This design comes from an exercise in tuning for small area on the open sky130 flow, not from production work.
Where RTL was checked, it was by simulation tests only, not by an equivalence proof against the original.
For run 3, only the layout was checked, not whether the RTL still works.
No run shown here takes its clock network from TritonCTS; it comes from the design's own scripts or RTL.
The clock input has no modelled driver; a real chip could not lean on it and would need a root buffer or a full tree.
Power and IR drop assume default switching activity.

==> flow/design.v <==
module apb_i2c_slave #(
  parameter int APB_ADDR_WIDTH = 8
) (
  input  logic                      pclk,
  input  logic                      presetn,
  input  logic [APB_ADDR_WIDTH-1:0] paddr,
  input  logic                      psel,
  input  logic                      penable,
  input  logic                      pwrite,
  input  logic [31:0]               pwdata,
  output logic [31:0]               prdata,
  output logic                      pready,
  output logic                      pslverr,
  input  logic                      scl_i,
  input  logic                      sda_i,
  output logic                      sda_o,
  output logic                      sda_oe,
  output logic                      irq
);
  localparam logic [2:0] SLV_IDLE     = 3'd0;
  localparam logic [2:0] SLV_ADDR     = 3'd1;
  localparam logic [2:0] SLV_RW       = 3'd2;
  localparam logic [2:0] SLV_ACK_ADDR = 3'd3;
  localparam logic [2:0] SLV_RX       = 3'd4;
  localparam logic [2:0] SLV_ACK_RX   = 3'd5;
  localparam logic [2:0] SLV_TX       = 3'd6;
  localparam logic [2:0] SLV_ACK_TX   = 3'd7;
  localparam logic [7:0] REG_CTRL       = 8'h00;
  localparam logic [7:0] REG_STATUS     = 8'h04;
  localparam logic [7:0] REG_ADDRESS    = 8'h08;
  localparam logic [7:0] REG_RXDATA     = 8'h0C;
  localparam logic [7:0] REG_TXDATA     = 8'h10;
  localparam logic [7:0] REG_IRQ_STATUS = 8'h14;
  localparam logic [7:0] REG_IRQ_ENABLE = 8'h18;
  logic ctrl_enable, ctrl_auto_ack, ctrl_nack_ovr, ctrl_gc_en;
  logic status_busy;
  logic status_address_hit;
  logic status_start_seen;    
  logic status_stop_seen;
  logic status_rx_valid;
  logic status_tx_ready;
  logic tx_valid;             
  logic status_nack_sent;
  logic status_last_rw;
  logic [6:0] addr_x;        
  wire  [6:0] addr_reg = addr_x ^ 7'h42;
  logic [7:0] rxdata_reg;
  logic [7:0] txdata_n;      
  wire  [7:0] txdata_reg = ~txdata_n;
  logic irq_status_stop;
  logic irq_status_rx;
  logic irq_status_tx;
  logic [3:0] irq_enable_x;   
  wire  [3:0] irq_enable_reg = irq_enable_x ^ 4'b0001;
  assign irq = ((status_start_seen & irq_enable_reg[0]) |
                (irq_status_stop   & irq_enable_reg[1]) |
                (irq_status_rx     & irq_enable_reg[2]) |
                (irq_status_tx     & irq_enable_reg[3])) & ctrl_enable;
  wire apb_write = psel & penable & pwrite;
  wire apb_read  = psel & penable & ~pwrite;
  assign pready  = 1'b1;
  assign pslverr = 1'b0;
  wire wr_ctrl   = apb_write && paddr == REG_CTRL;
  wire wr_addr   = apb_write && paddr == REG_ADDRESS;
  wire wr_tx     = apb_write && paddr == REG_TXDATA;
  wire wr_irqs   = apb_write && paddr == REG_IRQ_STATUS;
  wire wr_irqe   = apb_write && paddr == REG_IRQ_ENABLE;
  wire rd_rx     = apb_read  && paddr == REG_RXDATA;
  always_ff @(posedge pclk or negedge presetn) begin
    if (!presetn) begin
      ctrl_enable    <= 1'b0;
      ctrl_auto_ack  <= 1'b0;
      ctrl_nack_ovr  <= 1'b0;
      ctrl_gc_en     <= 1'b0;
      addr_x         <= 7'h00;
      txdata_n       <= 8'h00;
      irq_enable_x   <= 4'b0000;
    end else begin
      if (wr_ctrl) begin
        ctrl_enable   <= pwdata[0];
        ctrl_auto_ack <= pwdata[1];
        ctrl_nack_ovr <= pwdata[2];
        ctrl_gc_en    <= pwdata[3];
      end
      if (wr_addr) addr_x <= pwdata[6:0] ^ 7'h42;
      if (wr_tx)   txdata_n <= ~pwdata[7:0];
      if (wr_irqe) irq_enable_x <= pwdata[3:0] ^ 4'b0001;
    end
  end
  always_comb begin
    prdata = '0;
    case (paddr)
      REG_CTRL:       prdata[3:0] = {ctrl_gc_en, ctrl_nack_ovr, ctrl_auto_ack, ctrl_enable};
      REG_STATUS:     prdata[7:0] = {status_last_rw, status_nack_sent, status_tx_ready,
                                     status_rx_valid, status_stop_seen, status_start_seen,
                                     status_address_hit, status_busy};
      REG_ADDRESS:    prdata[6:0] = addr_reg;
      REG_RXDATA:     prdata[7:0] = rxdata_reg;
      REG_TXDATA:     prdata[7:0] = txdata_reg;
      REG_IRQ_STATUS: prdata[3:0] = {irq_status_tx, irq_status_rx, irq_status_stop,
                                     status_start_seen};
      REG_IRQ_ENABLE: prdata[3:0] = irq_enable_reg;
      default:        prdata = '0;
    endcase
  end
  logic [1:0] scl_run, sda_run;
  logic       scl_sync_n, sda_sync_n;      
  logic       scl_sync_dn, sda_sync_dn;    
  wire        scl_sync = ~scl_sync_n;
  wire        sda_sync = ~sda_sync_n;
  wire        scl_sync_d = ~scl_sync_dn;
  wire        sda_sync_d = ~sda_sync_dn;
  wire scl_diff = scl_i ^ scl_sync;
  wire sda_diff = sda_i ^ sda_sync;
  wire scl_flip = &scl_run;
  wire sda_flip = &sda_run;
  always_ff @(posedge pclk or negedge presetn) begin
    if (!presetn) begin
      scl_run    <= 2'd0;
      sda_run    <= 2'd0;
      scl_sync_n  <= 1'b0;
      sda_sync_n  <= 1'b0;
      scl_sync_dn <= 1'b0;
      sda_sync_dn <= 1'b0;
    end else begin
      scl_sync_n <= scl_sync_n ^ scl_flip;
      sda_sync_n <= sda_sync_n ^ sda_flip;
      scl_run    <= scl_flip ? {1'b0, ~scl_diff} : (scl_diff ? scl_run + 2'd1 : 2'd0);
      sda_run    <= sda_flip ? {1'b0, ~sda_diff} : (sda_diff ? sda_run + 2'd1 : 2'd0);
      scl_sync_dn <= scl_sync_n;
      sda_sync_dn <= sda_sync_n;
    end
  end
  wire scl_rising  = ~scl_sync_d & scl_sync;
  wire scl_falling = scl_sync_d & ~scl_sync;
  wire start_cond  = sda_sync_d & ~sda_sync & scl_sync;
  wire stop_cond   = ~sda_sync_d & sda_sync & scl_sync;
  logic [2:0] state;
  logic [2:0] bit_cnt;       
  logic [7:0] shift_reg;     
  logic       rw_flag;       
  logic       addr_match;    
  logic       ack_after_high;  
  logic       ack_val;       
  wire in_ack = (state == SLV_ACK_ADDR) | (state == SLV_ACK_RX) | (state == SLV_ACK_TX);
  wire ack_low_or_fall = ~scl_sync | ~scl_sync_d | ack_after_high;
  wire match_now = ctrl_enable &&
                   ((shift_reg[6:0] == addr_reg) ||
                    (ctrl_gc_en && shift_reg[6:0] == 7'h00));
  always_ff @(posedge pclk) begin
    if (!ctrl_enable || (state == SLV_ACK_TX && scl_falling && ack_after_high))
      tx_valid <= 1'b0;
    else if (wr_tx)
      tx_valid <= 1'b1;
    ack_after_high <= in_ack & (ack_after_high | scl_rising);
    if (state == SLV_RW && scl_rising) begin
      rw_flag    <= sda_sync;
      addr_match <= match_now;
    end
    if (state == SLV_RX && scl_rising && bit_cnt == 3'd0)
      ack_val <= ctrl_auto_ack && !(ctrl_nack_ovr && status_rx_valid);
  end
  wire shift_state = (state == SLV_ADDR) | (state == SLV_RX) | (state == SLV_TX);
  wire ack_done    = in_ack & scl_falling & ack_after_high;
  always_ff @(posedge pclk) begin
    if (start_cond)
      bit_cnt <= 3'd6;
    if (shift_state & scl_rising) begin
      shift_reg <= {shift_reg[6:0], (state == SLV_TX) ? shift_reg[7] : sda_sync};
      if (bit_cnt != 3'd0)
        bit_cnt <= bit_cnt - 3'd1;
    end
    if (ack_done) begin
      bit_cnt <= 3'd7;
      if (state != SLV_ACK_RX)
        shift_reg <= txdata_reg;
    end
  end
  always_ff @(posedge pclk or negedge presetn) begin
    if (!presetn) begin
      state             <= SLV_IDLE;
      status_busy       <= 1'b0;
      status_address_hit<= 1'b0;
      status_start_seen <= 1'b0;
      status_stop_seen  <= 1'b0;
      status_rx_valid   <= 1'b0;
      status_tx_ready   <= 1'b1;
      status_nack_sent  <= 1'b0;
      status_last_rw    <= 1'b0;
      rxdata_reg        <= 8'h00;
      irq_status_stop   <= 1'b0;
      irq_status_rx     <= 1'b0;
      irq_status_tx     <= 1'b0;
    end else begin
      if (!ctrl_enable) begin
        status_busy       <= 1'b0;
        status_address_hit<= 1'b0;
        status_start_seen <= 1'b0;
        status_stop_seen  <= 1'b0;
        status_rx_valid   <= 1'b0;
        status_tx_ready   <= 1'b1;
        status_nack_sent  <= 1'b0;
        status_last_rw    <= 1'b0;
        irq_status_stop   <= 1'b0;
        irq_status_rx     <= 1'b0;
        irq_status_tx     <= 1'b0;
      end
      if (ctrl_enable && wr_tx)
        status_tx_ready <= 1'b0;
      if (wr_irqs) begin
        if (pwdata[0]) status_start_seen <= 1'b0;
        if (pwdata[1]) begin
          irq_status_stop  <= 1'b0;
          status_stop_seen <= 1'b0;
        end
        if (pwdata[2]) begin
          irq_status_rx   <= 1'b0;
          status_rx_valid <= 1'b0;
        end
        if (pwdata[3]) irq_status_tx <= 1'b0;
      end
      if (rd_rx)
        status_rx_valid <= 1'b0;
      if (start_cond) begin
        state              <= SLV_ADDR;
        status_start_seen  <= 1'b1;
        status_stop_seen   <= 1'b0;
        status_address_hit <= 1'b0;
        status_nack_sent   <= 1'b0;
        status_busy        <= ctrl_enable;
        status_last_rw     <= 1'b0;
      end else if (stop_cond) begin
        state            <= SLV_IDLE;
        status_busy      <= 1'b0;
        status_stop_seen <= 1'b1;
        irq_status_stop  <= 1'b1;
      end
      case (state)
        SLV_IDLE: begin
          status_busy <= 1'b0;
        end
        SLV_ADDR: begin
          if (scl_rising && bit_cnt == 3'd0)
            state <= SLV_RW;
        end
        SLV_RW: begin
          if (scl_rising) begin
            status_address_hit <= match_now;
            status_last_rw     <= sda_sync;
            state              <= SLV_ACK_ADDR;
            if (!match_now)
              status_nack_sent <= 1'b1;
          end
        end
        SLV_ACK_ADDR: begin
          if (scl_falling && ack_after_high) begin
            if (addr_match && ctrl_enable) begin
              if (rw_flag) begin
                state           <= SLV_TX;
                status_tx_ready <= ~tx_valid;
              end else begin
                state <= SLV_RX;
              end
            end else begin
              state <= SLV_IDLE;
            end
          end
        end
        SLV_RX: begin
          if (scl_rising && bit_cnt == 3'd0) begin
            state  <= SLV_ACK_RX;
            if (!(ctrl_auto_ack && !(ctrl_nack_ovr && status_rx_valid)))
              status_nack_sent <= 1'b1;
          end
        end
        SLV_ACK_RX: begin
          if (scl_falling && ack_after_high) begin
            if (ack_val) begin
              rxdata_reg      <= shift_reg;
              status_rx_valid <= 1'b1;
              irq_status_rx   <= 1'b1;
              state           <= SLV_RX;
            end else begin
              state <= SLV_IDLE;
            end
          end
        end
        SLV_TX: begin
          if (scl_rising && bit_cnt == 3'd0)
            state <= SLV_ACK_TX;
        end
        SLV_ACK_TX: begin
          if (scl_rising)
            status_nack_sent <= sda_sync;
          if (scl_falling && ack_after_high) begin
            status_tx_ready <= 1'b1;
            if (sda_sync == 1'b1) begin
              state <= SLV_IDLE;
            end else begin
              irq_status_tx <= 1'b1;
              state         <= SLV_TX;
            end
          end
        end
        default: ;
      endcase
    end
  end
  always_ff @(posedge pclk or negedge presetn) begin
    if (!presetn)
      sda_oe <= 1'b0;
    else begin
      case (state)
        SLV_ACK_ADDR:
          sda_oe <= addr_match & ctrl_enable &
                    ((scl_falling & ack_after_high & rw_flag) ? ~txdata_reg[7] : ack_low_or_fall);
        SLV_ACK_RX:
          if (scl_falling)    sda_oe <= ~ack_after_high & ack_val;
          else if (stop_cond) sda_oe <= 1'b0;
        SLV_TX:
          if (scl_falling)    sda_oe <= ~shift_reg[7];
          else if (stop_cond) sda_oe <= 1'b0;
        SLV_ACK_TX:
          if (scl_falling)    sda_oe <= ack_after_high & ~sda_sync & ~txdata_reg[7];
          else if (stop_cond) sda_oe <= 1'b0;
        default:
          sda_oe <= 1'b0;
      endcase
    end
  end
  assign sda_o = 1'b0;
endmodule
==> flow/flow/run.sh <==
#!/bin/bash
# Standard ORFS layout with the smallest buffer on each port and a small
# hand-built clock tree (flow/cts_hook.tcl) in place of TritonCTS. After
# floorplanning, flow/post_fp.tcl re-maps the logic for area and shares the
# tie cells.
set -euo pipefail
HERE=$(cd "$(dirname "$0")" && pwd)
export BUFFER_PORTS_ARGS="-buffer_cell sky130_fd_sc_hd__buf_1"
export SKIP_REPAIR_TIE_FANOUT=1
export POST_FLOORPLAN_TCL="$HERE/post_fp.tcl"
export PRE_CTS_TCL="$HERE/cts_hook.tcl"
export MANUAL_CTS_CLUSTERS=4
export MANUAL_CTS_BUF=sky130_fd_sc_hd__clkbuf_8
export MANUAL_CTS_ROOT=
# each leaf buffer is then sized up from clkbuf_4 until its estimated
# register clock slew is at most MANUAL_CTS_SLEW ns
export MANUAL_CTS_SIZES="sky130_fd_sc_hd__clkbuf_4 sky130_fd_sc_hd__clkbuf_8 sky130_fd_sc_hd__clkbuf_16"
export MANUAL_CTS_SLEW=0.120
bash standard.sh > flow_make.log 2>&1
==> flow/flow/cts_hook.tcl <==
# Sourced before CTS: replace TritonCTS with a small clock tree of a few
# clock buffers, each driving one placement cluster of the registers.
source [file join [file dirname [info script]] manual_cts.tcl]
rename clock_tree_synthesis tritoncts_clock_tree_synthesis
proc clock_tree_synthesis { args } {
  manual_cts $::env(MANUAL_CTS_CLUSTERS) $::env(MANUAL_CTS_BUF)
  if {$::env(MANUAL_CTS_ROOT) ne ""} { manual_cts_root $::env(MANUAL_CTS_ROOT) }
  if {$::env(MANUAL_CTS_SIZES) ne ""} { manual_cts_size $::env(MANUAL_CTS_SIZES) $::env(MANUAL_CTS_SLEW) }
  set net [[ord::get_db_block] findNet pclk]
  $net setSigType CLOCK
  foreach it [[ord::get_db_block] getInsts] {
    if {[string match clkbuf_* [$it getName]]} {
      foreach t [$it getITerms] { if {[$t isOutputSignal]} { [$t getNet] setSigType CLOCK } }
    }
  }
}
==> flow/flow/manual_cts.tcl <==
# Cluster the clock sinks by k-means on their placed locations and drive each
# cluster from one clock buffer placed at the cluster's centre.
proc manual_cts { nclus bufcell } {
  set block [ord::get_db_block]
  set net [$block findNet pclk]
  set sinks {}
  foreach p [get_pins -of_objects [get_nets pclk]] {
    if {[get_property $p direction] ne "input"} continue
    set inst [sta::sta_to_db_inst [get_cells -of_objects $p]]
    set bb [$inst getBBox]
    lappend sinks [list $p 0 [expr {([$bb xMin]+[$bb xMax])/2.0}] [expr {([$bb yMin]+[$bb yMax])/2.0}]]
  }
  set n [llength $sinks]
  # initial centres: spread along sorted x
  set sorted [lsort -real -index 2 $sinks]
  set cent {}
  for {set k 0} {$k < $nclus} {incr k} {
    set s [lindex $sorted [expr {int(($k+0.5)*$n/$nclus)}]]
    lappend cent [list [lindex $s 2] [lindex $s 3]]
  }
  for {set iter 0} {$iter < 50} {incr iter} {
    set asg {}
    foreach s $sinks {
      set best 0; set bd 1e30
      for {set k 0} {$k < $nclus} {incr k} {
        set c [lindex $cent $k]
        set d [expr {abs([lindex $s 2]-[lindex $c 0]) + abs([lindex $s 3]-[lindex $c 1])}]
        if {$d < $bd} { set bd $d; set best $k }
      }
      lappend asg $best
    }
    set newc {}
    for {set k 0} {$k < $nclus} {incr k} {
      set sx 0; set sy 0; set m 0
      foreach s $sinks a $asg { if {$a == $k} { set sx [expr {$sx+[lindex $s 2]}]; set sy [expr {$sy+[lindex $s 3]}]; incr m } }
      if {$m > 0} { lappend newc [list [expr {$sx/$m}] [expr {$sy/$m}]] } else { lappend newc [lindex $cent $k] }
    }
    set cent $newc
  }
  set dbu [$block getDbUnitsPerMicron]
  for {set k 0} {$k < $nclus} {incr k} {
    set pins {}
    foreach s $sinks a $asg { if {$a == $k} { lappend pins [lindex $s 0] } }
    if {[llength $pins] == 0} continue
    set c [lindex $cent $k]
    insert_buffer -buffer_cell $bufcell -net pclk -load_pins $pins \
      -location [list [expr {[lindex $c 0]/$dbu}] [expr {[lindex $c 1]/$dbu}]] \
      -buffer_name clkbuf_leaf_$k -net_name clknet_leaf_$k
    puts "cluster $k: [llength $pins] sinks"
  }
}

# Put one root buffer between the clock port and the leaf buffers.
proc manual_cts_root { bufcell } {
  set block [ord::get_db_block]
  set dbu [$block getDbUnitsPerMicron]
  set sx 0; set sy 0; set m 0
  set pins {}
  foreach p [get_pins -of_objects [get_nets pclk]] {
    if {[get_property $p direction] ne "input"} continue
    set inst [sta::sta_to_db_inst [get_cells -of_objects $p]]
    set bb [$inst getBBox]
    set sx [expr {$sx + ([$bb xMin]+[$bb xMax])/2.0}]
    set sy [expr {$sy + ([$bb yMin]+[$bb yMax])/2.0}]
    incr m
    lappend pins $p
  }
  insert_buffer -buffer_cell $bufcell -net pclk -load_pins $pins \
    -location [list [expr {$sx/$m/$dbu}] [expr {$sy/$m/$dbu}]] \
    -buffer_name clkbuf_root -net_name clknet_root
}

# Size each leaf clock buffer: start every leaf at the smallest buffer in
# bufs and step a leaf up while the estimated slew at any of its register
# clock pins is over target_ns.
proc manual_cts_size { bufs target_ns } {
  set leaves [get_cells clkbuf_leaf_*]
  foreach c $leaves { replace_cell $c [lindex $bufs 0] }
  set_propagated_clock [all_clocks]
  for {set round 0} {$round < [llength $bufs]} {incr round} {
    estimate_parasitics -placement
    set changed 0
    foreach c $leaves {
      set out [get_pins -of_objects $c -filter "direction==output"]
      set worst 0
      foreach p [get_pins -of_objects [get_nets -of_objects $out]] {
        if {[get_property $p direction] ne "input"} continue
        set s [get_property $p slew_max]
        if {$s > $worst} { set worst $s }
      }
      set cur [get_property $c ref_name]
      set i [lsearch $bufs $cur]
      if {$worst > $target_ns && $i < [llength $bufs] - 1} {
        replace_cell $c [lindex $bufs [expr {$i + 1}]]
        set changed 1
      }
      puts "clock leaf [get_name $c]: $cur worst slew $worst"
    }
    if {!$changed} break
  }
  unset_propagated_clock [all_clocks]
}
==> flow/flow/post_fp.tcl <==
# Sourced at the end of floorplanning: re-map the logic between registers
# for area with ABC (OpenROAD's restructure), then drive all constant
# outputs of each polarity from one tie cell.
proc my_merge_ties { } {
  set block [ord::get_db_block]
  foreach pin {LO HI} {
    set keep ""
    foreach inst [$block getInsts] {
      if {[[$inst getMaster] getName] ne "sky130_fd_sc_hd__conb_1"} continue
      set it [$inst findITerm $pin]
      set net [$it getNet]
      if {$net eq "NULL" || $net eq ""} continue
      if {$keep eq ""} { set keep $net; continue }
      foreach t [$net getITerms] {
        if {$t eq $it} continue
        $t disconnect
        $t connect $keep
      }
      foreach b [$net getBTerms] {
        $b disconnect
        $b connect $keep
      }
    }
  }
  foreach inst [$block getInsts] {
    if {[[$inst getMaster] getName] ne "sky130_fd_sc_hd__conb_1"} continue
    set used 0
    foreach pin {LO HI} {
      set it [$inst findITerm $pin]
      set net [$it getNet]
      if {$net eq "NULL" || $net eq ""} continue
      if {[llength [$net getITerms]] + [llength [$net getBTerms]] > 1} { set used 1 } else { $it disconnect; odb::dbNet_destroy $net }
    }
    if {!$used} { odb::dbInst_destroy $inst }
  }
}
set my_lib [lindex $::env(LIB_FILES) 0]
file mkdir $::env(OBJECTS_DIR)/rmp
restructure -target area -liberty_file $my_lib \
  -tielo_port sky130_fd_sc_hd__conb_1/LO -tiehi_port sky130_fd_sc_hd__conb_1/HI \
  -work_dir $::env(OBJECTS_DIR)/rmp -abc_logfile $::env(LOG_DIR)/2_1_restructure_abc.log
my_merge_ties
==> flow/standard.sh <==
#!/bin/bash
# synth_recipe.tcl (not shown) runs the flow's synth.tcl, then flattens the netlist and writes it again
# the make line also repeats each setting of config.mk as NAME=value (left out here)
make -C /OpenROAD-flow-scripts/flow DESIGN_CONFIG=/design/flow/config.mk WORK_HOME=/design/flow/orfs CLKGATE_MAP_FILE= SYNTH_SCRIPT=/design/flow/synth_recipe.tcl "${@:-finish}"
==> flow/config.mk <==
export PLATFORM = sky130hd
export DESIGN_NAME = apb_i2c_slave
export DESIGN_NICKNAME = apb_i2c_slave
export VERILOG_FILES = /design/flow/design.v
export SDC_FILE = /design/flow/constraint.sdc
export NUM_CORES = 4
export LEC_CHECK = 0
export CAP_MARGIN = 20
export CORE_MARGIN = 2
export CORE_UTILIZATION = 40
export PLACE_DENSITY = 0.85
export SLEW_MARGIN = 20
==> flow/constraint.sdc <==
create_clock -name core_clock -period 10.0 [get_ports {pclk}]
set_input_delay 2.0000 -clock core_clock [delete_from_list [all_inputs] [get_ports {pclk}]]
set_output_delay 2.0000 -clock core_clock [all_outputs]
set_load 0.01 [all_outputs]
==> metrics.yaml, run 1 <==
sta:
  fin_tns_setup_ns: 0
  max_slew_margin_pct: 37.8
  min_period_ns: 6.11
  fin_crit_sh_pct: 61.1
  hold_viol: 0
  fmax_mhz: 164
  worstMarginPinSlew_ns: 0.933
  rsz0062_at_grt: "false"
  timing.final.ws_setup_ns: 3.89
  finalSetupViolations: 0
  clock_skew_ns: 0.0159
  maxSlewViolCount: 0
setup_path:
  end_kind: "primary output"
  startpoint_type: "input port"
  cp.required_ns: 8.00
  r2r_start: "state[0]$_DFF_PN0_"
  crit_path_frequent_cell: "buf_1"
  crit_path_end: "prdata[5]"
  critPathLaunch: "paddr[5]"
  slowest_stage: "nor3_1"
  worstRegToRegCells: 6
  worstSetupPathType: "in -> out"
  cp_slowest_stage_delay_ns: 0.67
  crit_fanout: 7
  path_delay_family: "simple AND/OR/NAND/NOR gates"
  crit_arrival_ns: 4.11
  path_cells: "buf_1 -> or3_1 -> nor3_1 -> clkinv_1 -> o32ai_1 -> buf_1"
  crit-reg2reg-capture: "shift_reg[2]$_DFF_P_"
  critPathBufInv: 3
  crit_cells: 6
  reg2reg_slack_ns: 7.06
layout:
  seq_area_um2: 1700
  fillers: 995
  antenna_cells: 0
  multiInputGateArea_um2: 1380
  drive_above_1_share_pct: 1.79
  fin_nets: 440
  layout-area-overhead-vs-synth_pct: -6.57
clocking:
  clk_latency_ns: 0.16
  path_clk_slew_ns: 0.10
  cts_hold_buf: 0
  postCtsSetupBuffers: 0
  cts_resized: 0
run:
  max-cap-violations: 0
drt:
  first_iter_violations: 316
  drtAntennaViolNets: 0
  post_drt_via_cell_ratio: 5.84
  routed_wl_mm: 8.98
  wire_per_inst_um: 17.1
  first_pass_iters: 5
  remaining_drc_errors: 0
  vias: 3060
synth:
  synthArstFlopShare_pct: 77.1
  yosysWarningCount: 1
  synth_top_cell_by_area: "dfrtp_1"
  synth_nets: 445
  synth_top_area_share_pct: 33.7
  ys_ff_latch: 70
  yosysMostFrequentCell: "dfrtp_1"
  avgSynthCellArea_um2: 10.0
  synthCells: 394
  syn_area_um2: 3940
  ys_top_cells_by_count: "dfrtp_1, nand2_1, buf_4"
  synth_top_flop_cell: "dfrtp_1"
  synth_area_leaders: "dfrtp_1, mux2_2, dfxtp_1"
  yosysSeqAreaShare_pct: 43.2
  synth_edf_count: 3
  ys_types: 65
global_route:
  antenna_found_initial: 0
  grt_usage_pct: 17.3
  grt_max_degree: 55
  grt_pass1_wl_mm: 15.1
  grt-ovfl-total: 0
  grt_pass1_vias: 2944
die:
  dieHeight_um: 103
  dieArea_um2: 10700
  ios: 84
  core-area_um2: 9680
  die_w_um: 103
  placement_rows: 36
  start_util_pct: 40.7
power_and_ir_drop:
  power.leakage_nw: 1.28
  irDropWorstVdd_uv: 106
  power_density_nw_per_um2: 202
hold_path:
  worstHoldPathType: "reg -> reg"
placement:
  io_buffers: 32
  pre_cts_ws_ns: 3.99
  dp_hpwl_mm: 6.70
  place.gp.congestion: 0.979
outcome:
  outcome: "complete, no violations"
-- area by class of cell, clock buffers not listed --
| cell class | instances | area share [%] |
|---|---|---|
| well taps | 133 | 4.52 |
| repair buffers | 33 | 3.50 |
| inverters | 63 | 6.42 |
| flip-flops and latches | 70 | 46.2 |
| multi-input cells | 221 | 37.5 |
-- logic make-up (layout without fill, tap and decap cells) --
logic type               after synthesis  after routing  share of synthesized area, %
XOR/XNOR                              12              0                          2.67
adder cells (fa/ha/maj)                4              0                          1.27
flip-flops                            70             70                          43.2
other                                  2              2                         0.191
buffers and inverters                 62            100                          8.63
multiplexers                          37              0                          11.1
AND/OR/NAND/NOR                      116             75                          16.4
AO/OA/AOI/OAI                         91            144                          16.5
-- worst min path at each step --
stage	startpoint	endpoint	slack (ns)	cells after the start
after floorplan	sda_sync_n$_DFF_PN0_	sda_sync_dn$_DFF_PN0_	0.37	0
after global placement	tx_valid$_SDFFE_PP0N_	status_tx_ready$_DFF_PN1_	0.40	1
after detailed placement	tx_valid$_SDFFE_PP0N_	status_tx_ready$_DFF_PN1_	0.41	1
after CTS	tx_valid$_SDFFE_PP0N_	status_tx_ready$_DFF_PN1_	0.41	1
after global routing	tx_valid$_SDFFE_PP0N_	status_tx_ready$_DFF_PN1_	0.43	1
final	tx_valid$_SDFFE_PP0N_	status_tx_ready$_DFF_PN1_	0.40	1
-- metrics by stage --
stage	power [W]	instance area [um2]	std cells	util, %	hold slack [ns]
after floorplan	0.000544	3940	394	-	0.372
after global placement	0.000615	3620	520	37.3	0.401
after detailed placement	0.000630	3620	520	37.3	0.412
after CTS	0.000719	3680	524	38.0	0.412
after global routing	0.000796	3680	524	38.0	0.434
final	0.000745	3680	524	38.0	0.405
-- placed cells by master (no fill, tap or decap), types with 10 or more instances in the layout --
cell        n
buf_1      31
clkinv_1   63
dfrtp_1    53
dfxtp_1    13
nand2_1    20
nor2_1     27
nor3_1     13
o21ai_0    17
o221ai_1   10
o22ai_1    40
o2bb2ai_1  18
-- per-layer routing --
metal / vias to the layer above / track usage (%) / part of all wire [%]
li1: 1437 / - / -
met1: 1477 / 25.6 / 46
met2: 134 / 29.1 / 47
met3: 12 / 1.21 / 6.6
met4: 0 / 1.62 / 1.3
met5: - / 0 / 0
-- where the power goes --
group	switching, W	internal, W	leakage, nW
combinational	0.000148	0.0000815	0.463
sequential	0.0000584	0.000342	0.786
clock	0.0000687	0.0000460	0.0339
==> run 2, diff against run 1 <==
--- a/flow/config.mk
+++ b/flow/config.mk
@@ -5,8 +5,9 @@
 export SDC_FILE = /design/flow/constraint.sdc
 export NUM_CORES = 4
 export LEC_CHECK = 0
-export CAP_MARGIN = 20
+export CAP_MARGIN = 0
 export CORE_MARGIN = 2
 export CORE_UTILIZATION = 40
+export GPL_TIMING_DRIVEN = 0
 export PLACE_DENSITY = 0.85
-export SLEW_MARGIN = 20
+export SLEW_MARGIN = 0
==> run 2 against run 1 <==
  * Routed wire length up 1.6%
  * Via count up 2.2%
  * Sequential power about the same
  * Synthesized area unchanged
  * Critical path type unchanged
  * Critical endpoint unchanged
  * Highest routed layer unchanged
==> metrics.yaml, run 2 <==
placement:
  dp_hpwl_mm: 6.84  # +2.1%
  place.gp.congestion: 0.990  # +1.1%
  io_buffers: 32  # unchanged
synth:
  yosysWarningCount: 1  # unchanged
  ys_ff_latch: 70  # unchanged
  synthArstFlopShare_pct: 77.1  # unchanged
  syn_area_um2: 3940  # unchanged
  synth_top_cell_by_area: "dfrtp_1"
  synth_area_leaders: "dfrtp_1, mux2_2, dfxtp_1"
  synth_top_flop_cell: "dfrtp_1"
  synth_top_area_share_pct: 33.7  # unchanged
  yosysMostFrequentCell: "dfrtp_1"
  ys_types: 65  # unchanged
  synthCells: 394  # unchanged
  ys_top_cells_by_count: "dfrtp_1, nand2_1, buf_4"
  synth_edf_count: 3  # unchanged
  yosysSeqAreaShare_pct: 43.2  # unchanged
  avgSynthCellArea_um2: 10.0  # unchanged
  synth_nets: 445  # unchanged
global_route:
  grt_usage_pct: 17.1  # -0.24 points
  antenna_found_initial: 0  # unchanged
  grt_max_degree: 38  # -31%
  grt_pass1_vias: 2978  # +1.2%
  grt_pass1_wl_mm: 14.9  # -1.6%
  grt-ovfl-total: 0  # unchanged
clocking:
  cts_hold_buf: 0  # unchanged
  clk_latency_ns: 0.16  # about the same
  cts_resized: 0  # unchanged
  postCtsSetupBuffers: 0  # unchanged
  path_clk_slew_ns: 0.10  # about the same
hold_path:
  worstHoldPathType: "reg -> reg"
  min-delay-start: "tx_valid$_SDFFE_PP0N_"
die:
  placement_rows: 36  # unchanged
  start_util_pct: 40.7  # unchanged
  ios: 84  # unchanged
  dieArea_um2: 10700  # unchanged
  core-area_um2: 9680  # unchanged
  die_w_um: 103  # unchanged
  dieHeight_um: 103  # unchanged
setup_path:
  crit_fanout: 7  # unchanged
  cp.required_ns: 8.00  # about the same
  critPathLaunch: "paddr[5]"
  end_kind: "primary output"
  crit_arrival_ns: 4.09  # -0.02 ns
  crit_path_frequent_cell: "buf_1"
  reg2reg_slack_ns: 6.97  # -0.09 ns
  slowest_stage: "nor3_1"
  startpoint_type: "input port"
  cp_slowest_stage_delay_ns: 0.66  # about the same
  path_cells: "buf_1 -> or3_1 -> nor3_1 -> clkinv_1 -> o32ai_1 -> buf_1"
  r2r_start: "state[0]$_DFF_PN0_"
  worstSetupPathType: "in -> out"
power_and_ir_drop:
  power.leakage_nw: 1.29  # +0.34%
  p_sw_w: 0.000276  # +0.19%
  power_frac_seq_pct: 53.8  # about the same
  clkPwrFrac_pct: 15.3  # about the same
  internal_power_w: 0.000471  # +0.12%
  power_density_nw_per_um2: 202  # -0.19%
  irDropWorstVdd_uv: 82.8  # -22%
  sw_frac_of_total_pct: 37.0  # about the same
  power_frac_comb_pct: 31.0  # +0.2 points
layout:
  fin_nets: 440  # unchanged
  final_common_cell: "clkinv_1"
  drive_above_1_share_pct: 1.79  # unchanged
  fillers: 972  # -2.3%
  layout-area-overhead-vs-synth_pct: -6.25
  fin_util_pct: 38.2  # +0.13 points
  antenna_cells: 0  # unchanged
  final_cell_mix: "clkinv_1, dfrtp_1, o22ai_1, buf_1, nor2_1"
drt:
  first_iter_violations: 251  # -21%
  remaining_drc_errors: 0  # unchanged
  routed_wl_mm: 9.12  # +1.6%
  wire_per_inst_um: 17.4  # +1.6%
  drtAntennaViolNets: 0  # unchanged
  vias: 3126  # +2.2%
  first_pass_iters: 5  # unchanged
  post_drt_via_cell_ratio: 5.97  # +2.2%
outcome:
  outcome: "complete, no violations"
sta:
  fin_crit_sh_pct: 60.9  # -0.29 points
  finalSetupViolations: 0  # unchanged
  clock_skew_ns: 0.0131  # -0.00281 ns
  maxSlewViolCount: 0  # unchanged
  max_slew_margin_pct: 36.5  # -1.3 points
  fmax_mhz: 164  # +0.47%
  rsz0062_at_grt: "false"
  min_period_ns: 6.09  # -0.0287 ns
  fin_tns_setup_ns: 0  # unchanged
  worstMarginPinSlew_ns: 0.952  # +0.0194 ns
  hold_viol: 0  # unchanged
run:
  max-cap-violations: 0  # unchanged
## run 2: power groups by stage
| stage | combinational, W | clock [W] | sequential, W |
|---|---|---|---|
| after CTS | 0.000226 | 0.0000876 | 0.000405 |
| after floorplan | 0.000181 | 0 | 0.000363 |
| after detailed placement | 0.000225 | 0 | 0.000404 |
| final | 0.000231 | 0.000114 | 0.000401 |
| after global routing | 0.000256 | 0.000128 | 0.000407 |
| after global placement | 0.000214 | 0 | 0.000401 |
## run 2: through the flow
stage               instances  setup WS, ns  hold WS, ns  instance area (um2)  total power [W]
floorplan                 394          4.52        0.372                 3940         0.000544
global placement          519          3.99        0.401                 3610         0.000615
detailed placement        520          4.02        0.411                 3630         0.000630
CTS                       524          3.99        0.411                 3690         0.000719
global route              524          3.84        0.456                 3690         0.000792
finish                    524          3.91        0.425                 3690         0.000747
## run 2: cell families (layout without fill, tap and decap cells)
kind of cell	Yosys count	count (layout)	synth area share (%)
mux	37	0	11.1
fa+ha+maj	4	0	1.27
simple gates	116	75	16.4
buf+inv	62	100	8.63
flops	70	70	43.2
compound gates	91	144	16.5
other cells	2	2	0.191
xor+xnor	12	0	2.67
## run 2: layout make-up, clock buffers not listed
type | count | area, um2 | share of cell area [%]
Sequential cell | 70 | 1700 | 46.1
Multi-Input combinational cell | 221 | 1380 | 37.4
Inverter | 63 | 236 | 6.40
Tap cell | 133 | 166 | 4.50
Timing Repair Buffer | 33 | 141 | 3.83
## run 2: path summary, 6_finish.rpt
path,to,depth (start not counted)
setup / recovery,prdata[5],6
hold / removal,status_tx_ready$_DFF_PN1_,1
setup reg to reg,shift_reg[4]$_DFF_P_,6
hold reg to reg,status_tx_ready$_DFF_PN1_,1
max in group asynchronous,status_tx_ready$_DFF_PN1_,2
min in group asynchronous,rxdata_reg[3]$_DFFE_PN0P_,1
## run 2: routing by layer
layer / routed length (um) / track usage [%]
met4: 224 / 3.74
met2: 4100 / 27.7
met5: 0 / 0
met3: 754 / 1.95
met1: 4040 / 24.7
## run 2: worst max-delay path: cells and delay by family
kind	cells	cell delay (ns)
AO/OA/AOI/OAI	1	0.42
buffers and inverters	3	0.65
AND/OR/NAND/NOR	2	1.01
==> run 3, diff against run 2 <==
--- a/flow/design.v
+++ b/flow/design.v
@@ -17,14 +17,14 @@
   output logic                      sda_oe,
   output logic                      irq
 );
-  localparam logic [2:0] SLV_IDLE     = 3'd0;
-  localparam logic [2:0] SLV_ADDR     = 3'd1;
-  localparam logic [2:0] SLV_RW       = 3'd2;
+  localparam logic [2:0] SLV_IDLE = 3'd0;
+  localparam logic [2:0] SLV_ADDR = 3'd5;
+  localparam logic [2:0] SLV_RW = 3'd7;
   localparam logic [2:0] SLV_ACK_ADDR = 3'd3;
-  localparam logic [2:0] SLV_RX       = 3'd4;
-  localparam logic [2:0] SLV_ACK_RX   = 3'd5;
-  localparam logic [2:0] SLV_TX       = 3'd6;
-  localparam logic [2:0] SLV_ACK_TX   = 3'd7;
+  localparam logic [2:0] SLV_RX = 3'd6;
+  localparam logic [2:0] SLV_ACK_RX = 3'd2;
+  localparam logic [2:0] SLV_TX = 3'd4;
+  localparam logic [2:0] SLV_ACK_TX = 3'd1;
   localparam logic [7:0] REG_CTRL       = 8'h00;
   localparam logic [7:0] REG_STATUS     = 8'h04;
   localparam logic [7:0] REG_ADDRESS    = 8'h08;
--- a/flow/config.mk
+++ b/flow/config.mk
@@ -5,9 +5,8 @@
 export SDC_FILE = /design/flow/constraint.sdc
 export NUM_CORES = 4
 export LEC_CHECK = 0
-export CAP_MARGIN = 0
+export CAP_MARGIN = 20
 export CORE_MARGIN = 2
 export CORE_UTILIZATION = 40
-export GPL_TIMING_DRIVEN = 0
 export PLACE_DENSITY = 0.85
-export SLEW_MARGIN = 0
+export SLEW_MARGIN = 20
==> run 3 against run 2 <==
  * Cell count grew 0.19%
  * Setup slack lost 0.065 ns
  * Sequential share of layout area grew 0.13 points
  * Utilization grew 0.074 points
  * Critical path type unchanged
  * Clock skew is essentially flat
  * Design area shrank 0.27%
  * Routed wire length shrank 2.6%
  * Highest routed layer unchanged
  * Synthesized area shrank 0.57%
  * Flip-flop and latch count is the same
  * Via count grew 0.42%
  * Combinational power grew about 10%
==> metrics.yaml, run 3 <==
synth:
  synth_edf_count: 3  # unchanged
  yosysSeqAreaShare_pct: 43.5  # +0.25 points
  avgSynthCellArea_um2: 10.3  # +2.6%
  synth_nets: 433  # -2.7%
  synth_top_cell_by_area: "dfrtp_1"
  ys_ff_latch: 70  # unchanged
  yosysMostFrequentCell: "dfrtp_1"
  syn_area_um2: 3920  # -0.57%
  ys_types: 62  # -4.6%
  synth_area_leaders: "dfrtp_1, dfxtp_1, mux2_2"
  synth_top_flop_cell: "dfrtp_1"
  synthArstFlopShare_pct: 77.1  # unchanged
  ys_top_cells_by_count: "dfrtp_1, a21oi_1, buf_4"
  synthCells: 382  # -3.0%
  synth_top_area_share_pct: 33.8  # +0.19 points
  yosysWarningCount: 1  # unchanged
drt:
  wire_per_inst_um: 16.9  # -2.8%
  drtAntennaViolNets: 0  # unchanged
  post_drt_via_cell_ratio: 5.98  # +0.22%
  first_pass_iters: 8  # +3
  vias: 3139  # +0.42%
  first_iter_violations: 296  # +18%
  remaining_drc_errors: 0  # unchanged
  routed_wl_mm: 8.88  # -2.6%
setup_path:
  crit_arrival_ns: 4.15  # +0.06 ns
  worstSetupPathType: "in -> out"
  cp.required_ns: 8.00  # about the same
  crit_fanout: 5  # -2
  startpoint_type: "input port"
  end_kind: "primary output"
power_and_ir_drop:
  clkPwrFrac_pct: 14.6  # -0.7 points
  p_sw_w: 0.000297  # +7.7%
  irDropWorstVdd_uv: 100  # +21%
  internal_power_w: 0.000493  # +4.9%
  power_frac_seq_pct: 53.1  # -0.7 points
  power.leakage_nw: 1.34  # +3.8%
  sw_frac_of_total_pct: 37.6  # +0.63 points
  power_frac_comb_pct: 32.3  # +1.3 points
  power_density_nw_per_um2: 215  # +6.2%
sta:
  finalSetupViolations: 0  # unchanged
  worstMarginPinSlew_ns: 0.819  # -0.133 ns
  clock_skew_ns: 0.0133  # +0.000246 ns
  fmax_mhz: 163  # -1.1%
  min_period_ns: 6.15  # +0.0648 ns
  hold_viol: 0  # unchanged
  max_slew_margin_pct: 45.2  # +8.7 points
  rsz0062_at_grt: "false"
  fin_crit_sh_pct: 61.5  # +0.65 points
  maxSlewViolCount: 0  # unchanged
  fin_tns_setup_ns: 0  # unchanged
placement:
  dpl-instance-area_um2: 3620  # -0.28%
  dp.cells: 521  # +0.19%
  dp_hpwl_mm: 6.57  # -4.0%
  io_buffers: 32  # unchanged
  place.gp.congestion: 0.916  # -7.5%
layout:
  antenna_cells: 0  # unchanged
  final_common_cell: "clkinv_1"
  fin_area_um2: 3680  # -0.27%
  fillers: 985  # +1.3%
  final_cell_mix: "clkinv_1, o22ai_1, dfrtp_1, buf_1, nor2_1"
  drive_above_1_share_pct: 2.30  # +0.51 points
  stdcell_count: 525  # +0.19%
  layout-area-overhead-vs-synth_pct: -5.97
  fin_nets: 441  # +0.23%
clocking:
  clk_latency_ns: 0.16  # about the same
  postCtsSetupBuffers: 0  # unchanged
  path_clk_slew_ns: 0.10  # about the same
  cts_resized: 0  # unchanged
  cts_hold_buf: 0  # unchanged
run:
  max-cap-violations: 0  # unchanged
die:
  core-area_um2: 9640  # -0.47%
  dieArea_um2: 10600  # -0.55%
  die_w_um: 103  # -0.28%
  placement_rows: 36  # unchanged
  ios: 84  # unchanged
  dieHeight_um: 103  # -0.28%
  start_util_pct: 40.7  # -0.043 points
hold_path:
  worstHoldPathType: "reg -> reg"
global_route:
  grt_pass1_vias: 2991  # +0.44%
  grt_max_degree: 55  # +45%
  grt_pass1_wl_mm: 14.3  # -3.9%
  grt-ovfl-total: 0  # unchanged
  grt_usage_pct: 16.6  # -0.48 points
  antenna_found_initial: 0  # unchanged
outcome:
  outcome: "complete, no violations"
-- run 3: cell count changes after synthesis, sizes merged, moves of 4 or more --
cell	delta
mux2i	+13
nand2	-13
a21oi	+12
o221ai	-9
o31ai	-8
nand3	+5
o211ai	-5
nand3b	-4
-- run 3: power by group through the flow --
stage | clock network, W | logic [W] | registers [W]
2_1_floorplan | 0 | 0.000209 | 0.000384
3_3_place_gp | 0 | 0.000237 | 0.000418
3_5_place_dp | 0 | 0.000248 | 0.000423
4_1_cts | 0.0000876 | 0.000250 | 0.000423
5_1_grt | 0.000128 | 0.000281 | 0.000428
6_report | 0.000115 | 0.000255 | 0.000420
-- run 3: worst max-delay path, cell delays in order --
cell	delay (ns)
buf_1	0.06
or3_1	0.35
nor3_1	0.39
clkinv_1	0.18
nor2_1	0.24
clkinv_1	0.27
o32ai_1	0.45
buf_1	0.19
-- run 3: cell families after synthesis --
kind of cell	Yosys count	synth area share, %
AND/OR/NAND/NOR	104	15.1
AO/OA/AOI/OAI	80	12.8
flip-flops	70	43.5
buffers and inverters	57	8.46
multiplexers	52	15.7
XOR/XNOR	12	2.68
adder cells (fa/ha/maj)	5	1.53
other	2	0.192
-- run 3: cell type report, clock buffers not listed --
type / instances / area, um2 / share of cell area, %
Timing Repair Buffer: 35 / 144 / 3.90
Tap cell: 133 / 166 / 4.52
Sequential cell: 70 / 1700 / 46.2
Inverter: 64 / 240 / 6.52
Multi-Input combinational cell: 219 / 1370 / 37.0
-- run 3: path summary, 6_finish.rpt --
check,startpoint,end,slack (ns),cells past startpoint
worst max-delay path,paddr[5],prdata[7],3.85,8
worst min-delay path,txdata_n[1]$_DFFE_PN0N_,shift_reg[1]$_DFF_P_,0.48,1
worst max register to register,state[2]$_DFF_PN0_,shift_reg[0]$_DFF_P_,7.27,7
worst min register to register,txdata_n[1]$_DFFE_PN0N_,shift_reg[1]$_DFF_P_,0.48,1
max in group asynchronous,presetn,irq_status_stop$_DFF_PN0_,7.58,2
min in group asynchronous,presetn,txdata_n[5]$_DFFE_PN0N_,1.95,2
-- run 3: stage by stage --
step	utilization [%]	hold WS (ns)	worst slack, ns	power (W)
5_1_grt	38.2	0.515	3.63	0.000837
6_report	38.2	0.481	3.85	0.000791
3_3_place_gp	37.5	0.450	3.97	0.000655
4_1_cts	38.2	0.477	3.93	0.000761
2_1_floorplan	-	0.379	4.44	0.000592
3_5_place_dp	37.5	0.474	3.94	0.000671
-- run 3: per-layer routing --
| metal | vias to the layer above | share of wire [%] | wire, um | global-route usage [%] |
|---|---|---|---|---|
| met4 | 0 | 4.0 | 357 | 5.57 |
| met5 | - | 0 | 0 | 0 |
| li1 | 1412 | - | - | - |
| met3 | 49 | 9.7 | 866 | 2.58 |
| met1 | 1477 | 40 | 3550 | 21.9 |
| met2 | 201 | 46 | 4110 | 28.0 |
==> run 4, diff against run 3 <==
--- a/flow/design.v
+++ b/flow/design.v
@@ -17,14 +17,14 @@
   output logic                      sda_oe,
   output logic                      irq
 );
-  localparam logic [2:0] SLV_IDLE = 3'd0;
-  localparam logic [2:0] SLV_ADDR = 3'd5;
-  localparam logic [2:0] SLV_RW = 3'd7;
+  localparam logic [2:0] SLV_IDLE     = 3'd0;
+  localparam logic [2:0] SLV_ADDR     = 3'd1;
+  localparam logic [2:0] SLV_RW       = 3'd2;
   localparam logic [2:0] SLV_ACK_ADDR = 3'd3;
-  localparam logic [2:0] SLV_RX = 3'd6;
-  localparam logic [2:0] SLV_ACK_RX = 3'd2;
-  localparam logic [2:0] SLV_TX = 3'd4;
-  localparam logic [2:0] SLV_ACK_TX = 3'd1;
+  localparam logic [2:0] SLV_RX       = 3'd4;
+  localparam logic [2:0] SLV_ACK_RX   = 3'd5;
+  localparam logic [2:0] SLV_TX       = 3'd6;
+  localparam logic [2:0] SLV_ACK_TX   = 3'd7;
   localparam logic [7:0] REG_CTRL       = 8'h00;
   localparam logic [7:0] REG_STATUS     = 8'h04;
   localparam logic [7:0] REG_ADDRESS    = 8'h08;
--- a/flow/flow/run.sh
+++ b/flow/flow/run.sh
@@ -16,4 +16,6 @@
 # register clock slew is at most MANUAL_CTS_SLEW ns
 export MANUAL_CTS_SIZES="sky130_fd_sc_hd__clkbuf_4 sky130_fd_sc_hd__clkbuf_8 sky130_fd_sc_hd__clkbuf_16"
 export MANUAL_CTS_SLEW=0.120
+# registers are split into clusters of near-equal size (at most 2 over even)
+export MANUAL_CTS_CAP=2
 bash standard.sh > flow_make.log 2>&1
--- a/flow/flow/manual_cts.tcl
+++ b/flow/flow/manual_cts.tcl
@@ -20,14 +20,36 @@
   }
   for {set iter 0} {$iter < 50} {incr iter} {
     set asg {}
-    foreach s $sinks {
-      set best 0; set bd 1e30
-      for {set k 0} {$k < $nclus} {incr k} {
-        set c [lindex $cent $k]
-        set d [expr {abs([lindex $s 2]-[lindex $c 0]) + abs([lindex $s 3]-[lindex $c 1])}]
-        if {$d < $bd} { set bd $d; set best $k }
+    if {[info exists ::env(MANUAL_CTS_CAP)]} {
+      # balanced assignment: nearest free cluster, closest pairs first
+      set cap [expr {($n + $nclus - 1) / $nclus + $::env(MANUAL_CTS_CAP)}]
+      set pairs {}
+      set i 0
+      foreach s $sinks {
+        for {set k 0} {$k < $nclus} {incr k} {
+          set c [lindex $cent $k]
+          lappend pairs [list [expr {abs([lindex $s 2]-[lindex $c 0]) + abs([lindex $s 3]-[lindex $c 1])}] $i $k]
+        }
+        incr i
       }
-      lappend asg $best
+      set asg [lrepeat $n -1]
+      set fill [lrepeat $nclus 0]
+      foreach p [lsort -real -index 0 $pairs] {
+        lassign $p d i k
+        if {[lindex $asg $i] >= 0 || [lindex $fill $k] >= $cap} continue
+        lset asg $i $k
+        lset fill $k [expr {[lindex $fill $k] + 1}]
+      }
+    } else {
+      foreach s $sinks {
+        set best 0; set bd 1e30
+        for {set k 0} {$k < $nclus} {incr k} {
+          set c [lindex $cent $k]
+          set d [expr {abs([lindex $s 2]-[lindex $c 0]) + abs([lindex $s 3]-[lindex $c 1])}]
+          if {$d < $bd} { set bd $d; set best $k }
+        }
+        lappend asg $best
+      }
     }
     set newc {}
     for {set k 0} {$k < $nclus} {incr k} {
--- a/flow/config.mk
+++ b/flow/config.mk
@@ -5,6 +5,7 @@
 export SDC_FILE = /design/flow/constraint.sdc
 export NUM_CORES = 4
 export LEC_CHECK = 0
+export ABC_AREA = 1
 export CAP_MARGIN = 20
 export CORE_MARGIN = 2
 export CORE_UTILIZATION = 40
==> run 4 against run 3 <==
  * Still clean on timing, DRC and antenna
  * Synthesized area is 2.4% higher
  * Register-to-register slack better by 0.03 ns
  * Sequential share of layout area is 0.35 points higher
  * Die area is 2.3% higher
==> metrics.yaml, run 4 <==
synth:
  ys_types: 41  # -34%
  synth_edf_count: 3  # unchanged
  yosysMostFrequentCell: "nand2_1"
  synthArstFlopShare_pct: 77.1  # unchanged
  yosysWarningCount: 1  # unchanged
  synth_top_flop_cell: "dfrtp_1"
  synth_area_leaders: "dfrtp_1, nand2_1, dfxtp_1"
  synthSimpleGateAreaFrac_pct: 26.7  # +12 points
  synth_mux_area_share_pct: 0  # -16 points
  synth-xor-area-share_pct: 1.09  # -1.6 points
  synth_compound_area_share_pct: 15.0  # +2.2 points
  synthAdderAreaFrac_pct: 1.25  # -0.29 points
  synth_top_cell_by_area: "dfrtp_1"
  syn_area_um2: 4010  # +2.4%
  yosysSeqAreaShare_pct: 42.4  # -1.0 points
  synth_nets: 567  # +31%
  ys_top_cells_by_count: "nand2_1, inv_1, dfrtp_1"
  avgSynthCellArea_um2: 7.78  # -24%
  synth_top_area_share_pct: 33.1  # -0.79 points
  synthCells: 516  # +35%
  synth_top_family_by_area: "simple AND/OR/NAND/NOR gates"
  ys_ff_latch: 70  # unchanged
clocking:
  postCtsSetupBuffers: 0  # unchanged
  cts_hold_buf: 0  # unchanged
  clk_latency_ns: 0.17  # about the same
  path_clk_slew_ns: 0.09  # about the same
  cts_resized: 0  # unchanged
setup_path:
  reg2reg_slack_ns: 7.30  # +0.03 ns
  end_kind: "primary output"
  cp.required_ns: 8.00  # about the same
  startpoint_type: "input port"
  crit_arrival_ns: 3.88  # -0.27 ns
  crit_fanout: 8  # +3
  worstSetupPathType: "in -> out"
global_route:
  grt_usage_pct: 16.2  # -0.43 points
  grt_use_met1_pct: 21.9  # about the same
  antenna_found_initial: 0  # unchanged
  grt_util_met2_pct: 27.7  # -0.29 points
  grt_pass1_vias: 2850  # -4.7%
  grt_busiest_layer: "met2"
  grt-ovfl-total: 0  # unchanged
  grtUsageMet3_pct: 1.75  # -0.82 points
  grt_max_degree: 55  # unchanged
  grt_pass1_wl_mm: 14.6  # +2.2%
hold_path:
  worstHoldPathType: "reg -> reg"
power_and_ir_drop:
  sw_frac_of_total_pct: 35.6  # -2.0 points
  power_density_nw_per_um2: 192  # -11%
  internal_power_w: 0.000452  # -8.5%
  power_frac_comb_pct: 28.8  # -3.5 points
  p_sw_w: 0.000249  # -16%
  power_frac_seq_pct: 56.1  # +3.0 points
  clkPwrFrac_pct: 15.1  # +0.5 points
  power.leakage_nw: 1.29  # -3.4%
  power_w: 0.000701  # -11%
  irDropWorstVdd_uv: 61.8  # -38%
sta:
  rsz0062_at_grt: "false"
  max_slew_margin_pct: 34.8  # -10 points
  finalSetupViolations: 0  # unchanged
  worstMarginPinSlew_ns: 0.974  # +0.155 ns
  hold_viol: 0  # unchanged
  maxSlewViolCount: 0  # unchanged
  fin_crit_sh_pct: 58.8  # -2.7 points
  fmax_mhz: 170  # +4.5%
  timing.final.ws_setup_ns: 4.12  # +0.268 ns
  min_period_ns: 5.88  # -0.268 ns
  fin_tns_setup_ns: 0  # unchanged
  clock_skew_ns: 0.0195  # +0.00621 ns
layout:
  antenna_cells: 0  # unchanged
  fin_nets: 432  # -2.0%
  drive_above_1_share_pct: 2.61  # +0.32 points
  fillers: 1005  # +2.0%
  final_common_cell: "clkinv_1"
  layout-area-overhead-vs-synth_pct: -8.86
  final_cell_mix: "clkinv_1, dfrtp_1, o22ai_1, nor2_1, buf_1"
drt:
  post_drt_via_cell_ratio: 5.79  # -3.1%
  first_pass_iters: 5  # -3
  remaining_drc_errors: 0  # unchanged
  first_iter_violations: 398  # +34%
  wire_per_inst_um: 17.3  # +2.4%
  drtAntennaViolNets: 0  # unchanged
  vias: 2989  # -4.8%
  routed_wl_mm: 8.95  # +0.69%
run:
  max-cap-violations: 0  # unchanged
die:
  start_util_pct: 41.1  # +0.40 points
  core-area_um2: 9770  # +1.4%
  dieHeight_um: 104  # +1.1%
  placement_rows: 36  # unchanged
  ios: 84  # unchanged
  dieArea_um2: 10800  # +2.3%
  die_w_um: 104  # +1.1%
placement:
  pre_cts_ws_ns: 4.12  # +0.180 ns
  place.gp.congestion: 0.947  # +3.5%
  dp_hpwl_mm: 6.92  # +5.4%
  io_buffers: 32  # unchanged
outcome:
  outcome: "complete, no violations"
run 4: power groups by stage:
stage	Sequential (W)	Clock (W)	Combinational [W]
finish	0.000393	0.000106	0.000202
detailed placement	0.000397	0	0.000199
global placement	0.000394	0	0.000190
global route	0.000401	0.000120	0.000222
floorplan	0.000360	0	0.000191
CTS	0.000398	0.0000789	0.000200
run 4: logic make-up after synthesis:
logic type               count (synthesis)
AND/OR/NAND/NOR                        230
buffers and inverters                  103
AO/OA/AOI/OAI                          102
flip-flops                              70
XOR/XNOR                                 5
adder cells (fa/ha/maj)                  4
other                                    2
run 4: cell type report, clock buffers not listed:
type                       instances  area (um2)  area share [%]
inverter                          62         233            6.36
sequential                        70        1700            46.6
multi-input combinational        212        1360            37.1
timing repair buffer              35         144            3.93
tap                              133         166            4.55
run 4: metrics by stage:
stage	hold slack, ns	cells	instance area, um2	util (%)
floorplan	0.349	516	4010	-
global placement	0.436	512	3600	36.8
detailed placement	0.452	512	3600	36.8
CTS	0.457	516	3650	37.4
global route	0.498	516	3660	37.4
finish	0.471	516	3660	37.4
run 4: critical path, stage by stage:
cell and delay, ns:
buf_1 0.08, nor4_1 0.28, buf_4 0.22, clkinv_1 0.16, nor2_1 0.46, clkinv_1 0.24
o221ai_1 0.26, buf_1 0.18
run 4: final timing paths:
| path | from | to | cells after the start |
|---|---|---|---|
| setup / recovery | paddr[6] | prdata[6] | 8 |
| hold / removal | tx_valid$_SDFFE_PP0N_ | status_tx_ready$_DFF_PN1_ | 1 |
| setup reg to reg | state[2]$_DFF_PN0_ | shift_reg[3]$_DFF_P_ | 7 |
| hold reg to reg | tx_valid$_SDFFE_PP0N_ | status_tx_ready$_DFF_PN1_ | 1 |
| max in group asynchronous | presetn | sda_run[0]$_DFF_PN0_ | 2 |
| min in group asynchronous | presetn | rxdata_reg[1]$_DFFE_PN0P_ | 2 |
run 4: layer usage:
layer	vias to the layer above	wire length [um]
met2	132	4300
met4	0	246
li1	1402	-
met5	-	0
met3	23	640
met1	1432	3760
==> run 5, diff against run 4 <==
--- a/flow/config.mk
+++ b/flow/config.mk
@@ -5,7 +5,6 @@
 export SDC_FILE = /design/flow/constraint.sdc
 export NUM_CORES = 4
 export LEC_CHECK = 0
-export ABC_AREA = 1
 export CAP_MARGIN = 20
 export CORE_MARGIN = 2
 export CORE_UTILIZATION = 40
==> run 5 against run 4 <==
  * Still clean
  * Critical path depth is 2 lower
  * Combinational power is 14% higher
  * Sequential share of layout area is 0.17 points lower
==> metrics.yaml, run 5 <==
placement:
  pre_cts_ws_ns: 3.99  # -0.123 ns
  dp_hpwl_mm: 6.70  # -3.2%
  place.gp.congestion: 0.979  # +3.4%
  io_buffers: 32  # unchanged
  dp.cells: 520  # +1.6%
drt:
  first_iter_violations: 302  # -24%
  first_pass_iters: 5  # unchanged
  routed_wl_mm: 9.01  # +0.77%
  wire_per_inst_um: 17.2  # -0.77%
  vias: 3068  # +2.6%
  post_drt_via_cell_ratio: 5.85  # +1.1%
  remaining_drc_errors: 0  # unchanged
  drtAntennaViolNets: 0  # unchanged
global_route:
  grt_usage_pct: 17.4  # +1.2 points
  grt_pass1_vias: 2946  # +3.4%
  grt-ovfl-total: 0  # unchanged
  grt_max_degree: 55  # unchanged
  antenna_found_initial: 0  # unchanged
  grt_pass1_wl_mm: 15.2  # +3.7%
sta:
  timing.final.ws_setup_ns: 3.91  # -0.211 ns
  fmax_mhz: 164  # -3.5%
  fin_tns_setup_ns: 0  # unchanged
  worstMarginPinSlew_ns: 0.915  # -0.0586 ns
  rsz0062_at_grt: "false"
  max_slew_margin_pct: 39.0  # +4.2 points
  fin_crit_sh_pct: 60.9  # +2.1 points
  clock_skew_ns: 0.0215  # +0.00200 ns
  maxSlewViolCount: 0  # unchanged
  min_period_ns: 6.09  # +0.211 ns
  holdWs_ns: 0.397  # -0.0739 ns
  finalSetupViolations: 0  # unchanged
  hold_viol: 0  # unchanged
layout:
  final_cell_mix: "clkinv_1, dfrtp_1, o22ai_1, buf_1, nor2_1"
  fin_nets: 440  # +1.9%
  seq_area_um2: 1700  # unchanged
  antenna_cells: 0  # unchanged
  stdcell_count: 524  # +1.6%
  fin_util_pct: 37.9  # +0.49 points
  fillers: 997  # -0.80%
  layout-area-overhead-vs-synth_pct: -6.86
  final_common_cell: "clkinv_1"
  multiInputGateArea_um2: 1380  # +1.8%
  drive_above_1_share_pct: 1.79  # -0.82 points
setup_path:
  startpoint_type: "input port"
  slowest_stage: "nor3_1"
  cp.required_ns: 8.00  # about the same
  critPathBufInv: 3  # -2
  path_cells: "buf_1 -> or3_1 -> nor3_1 -> clkinv_1 -> o32ai_1 -> buf_1"
  path_delay_family: "simple AND/OR/NAND/NOR gates"
  worstSetupPathType: "in -> out"
  reg2reg_slack_ns: 7.11  # -0.19 ns
  crit_path_frequent_cell: "buf_1"
  end_kind: "primary output"
  crit_fanout: 7  # -1
  cp_slowest_stage_delay_ns: 0.65  # +0.19 ns
  crit_arrival_ns: 4.09  # +0.21 ns
power_and_ir_drop:
  power_frac_comb_pct: 31.2  # +2.4 points
  internal_power_w: 0.000461  # +2.1%
  clkPwrFrac_pct: 14.4  # -0.7 points
  sw_frac_of_total_pct: 37.4  # +1.8 points
  power.leakage_nw: 1.28  # -1.1%
  power_frac_seq_pct: 54.4  # -1.7 points
  irDropWorstVdd_uv: 75.4  # +22%
  p_sw_w: 0.000275  # +10%
  power_density_nw_per_um2: 201  # +4.7%
hold_path:
  worstHoldPathType: "reg -> reg"
outcome:
  outcome: "complete, no violations"
synth:
  ys_ff_latch: 70  # unchanged
  syn_area_um2: 3940  # -1.8%
  yosysMostFrequentCell: "dfrtp_1"
  yosysSeqAreaShare_pct: 43.2  # +0.77 points
  yosysWarningCount: 1  # unchanged
  ys_types: 65  # +59%
  synth_area_leaders: "dfrtp_1, mux2_2, dfxtp_1"
  synth_nets: 445  # -22%
  synth_top_flop_cell: "dfrtp_1"
  avgSynthCellArea_um2: 10.0  # +29%
  synth_edf_count: 3  # unchanged
  ys_top_cells_by_count: "dfrtp_1, nand2_1, buf_4"
  synth_top_cell_by_area: "dfrtp_1"
  synthArstFlopShare_pct: 77.1  # unchanged
  synth_top_area_share_pct: 33.7  # +0.60 points
  synthCells: 394  # -24%
die:
  start_util_pct: 40.7  # -0.35 points
  core-area_um2: 9680  # -0.92%
  dieArea_um2: 10700  # -1.7%
  placement_rows: 36  # unchanged
  dieHeight_um: 103  # -0.85%
  ios: 84  # unchanged
  die_w_um: 103  # -0.85%
clocking:
  path_clk_slew_ns: 0.11  # +0.02 ns
  postCtsSetupBuffers: 0  # unchanged
  clk_latency_ns: 0.17  # about the same
  cts_resized: 0  # unchanged
  cts_hold_buf: 0  # unchanged
run:
  max-cap-violations: 0  # unchanged
[run 5: cell types whose count changed in the layout (fill, tap and decap cells not counted), moves of 3 or more]
cell / delta
a222oi_1: -4
or4_1: -3
o32ai_1: +5
o2bb2ai_1: -3
o21ai_0: +8
nand3_1: -6
nand2_1: +7
nor2_1: -5
o221ai_1: +4
a31oi_1: +5
[run 5: worst paths after layout]
check,start,end,cells after the start
worst max-delay path,paddr[5],prdata[5],6
worst min-delay path,tx_valid$_SDFFE_PP0N_,status_tx_ready$_DFF_PN1_,1
worst max register to register,state[0]$_DFF_PN0_,shift_reg[1]$_DFF_P_,6
worst min register to register,tx_valid$_SDFFE_PP0N_,status_tx_ready$_DFF_PN1_,1
max in group asynchronous,presetn,scl_sync_dn$_DFF_PN0_,2
min in group asynchronous,presetn,txdata_n[3]$_DFFE_PN0N_,2
[run 5: layout make-up, clock buffers not listed]
type	instances	area share, %
sequential	70	46.4
multi-input combinational	221	37.6
inverter	63	6.44
tap	133	4.53
timing repair buffer	33	3.51
[run 5: cells by family (layout without fill, tap and decap cells)]
logic type                 after synthesis  in the layout  synth area share [%]
other                                    2              2                 0.191
xor gates and xnor gates                12              0                  2.67
adders and majority gates                4              0                  1.27
AOI/OAI and AO/OA                       91            144                  16.5
buffers and inverters                   62            100                  8.63
muxes                                   37              0                  11.1
DFF                                     70             70                  43.2
and+or+nand+nor                        116             75                  16.4
[run 5: routing by layer]
| layer | wire (um) | share of wire (%) | track usage (%) | up-vias |
|---|---|---|---|---|
| li1 | - | - | - | 1440 |
| met1 | 4050 | 45 | 25.6 | 1470 |
| met2 | 4210 | 47 | 29.3 | 146 |
| met3 | 635 | 7.0 | 1.21 | 12 |
| met4 | 114 | 1.3 | 1.62 | 0 |
| met5 | 0 | 0 | 0 | - |
[run 5: power by group through the flow]
| stage | Clock, W | Sequential, W | Combinational (W) |
|---|---|---|---|
| after detailed placement | 0 | 0.000405 | 0.000225 |
| after floorplan | 0 | 0.000363 | 0.000181 |
| after global routing | 0.000120 | 0.000410 | 0.000259 |
| final | 0.000106 | 0.000401 | 0.000230 |
| after global placement | 0 | 0.000400 | 0.000215 |
| after CTS | 0.0000789 | 0.000405 | 0.000226 |
[run 5: through the flow]
stage	instance area [um2]	power (W)
floorplan	3940	0.000544
global placement	3620	0.000615
detailed placement	3620	0.000630
CTS	3670	0.000710
global route	3670	0.000789
finish	3670	0.000736

re-timing with driven ports:
No port has a modelled driver above. Below, the same layouts with a new extraction and two added sets of constraints.
Step 1 assumes that a clkbuf_16 drives the clock port and a buf_2 every other input.
Step 2 adds t to the input delays and takes it off the output delays; t is the mean of the earliest and latest rising clock arrival at the registers after step 1. Input paths then give back, and output paths get back, about the clock's delay inside the block.
Three values: ideal ports, drivers, drivers and shift; two values: the first two.
run | shift t [ns] | slack for setup (ns) | worst register clock-pin slew, ns | cell pins on the clock port's net
run 1 | 0.225 | 3.885 / 3.859 / 3.859 | 0.10 / 0.10 | 4
run 2 | 0.221 | 3.914 / 3.881 / 3.881 | 0.10 / 0.10 | 4
run 3 | 0.221 | 3.849 / 3.826 / 3.826 | 0.10 / 0.10 | 4
run 4 | 0.230 | 4.117 / 4.096 / 4.096 | 0.11 / 0.11 | 4
run 5 | 0.225 | 3.905 / 3.880 / 3.880 | 0.11 / 0.11 | 4
After both steps setup and hold are still met in every run listed. For run 2, which loses most, drivers alone change the setup slack by -0.033 ns; drivers and shift together by -0.033 ns.
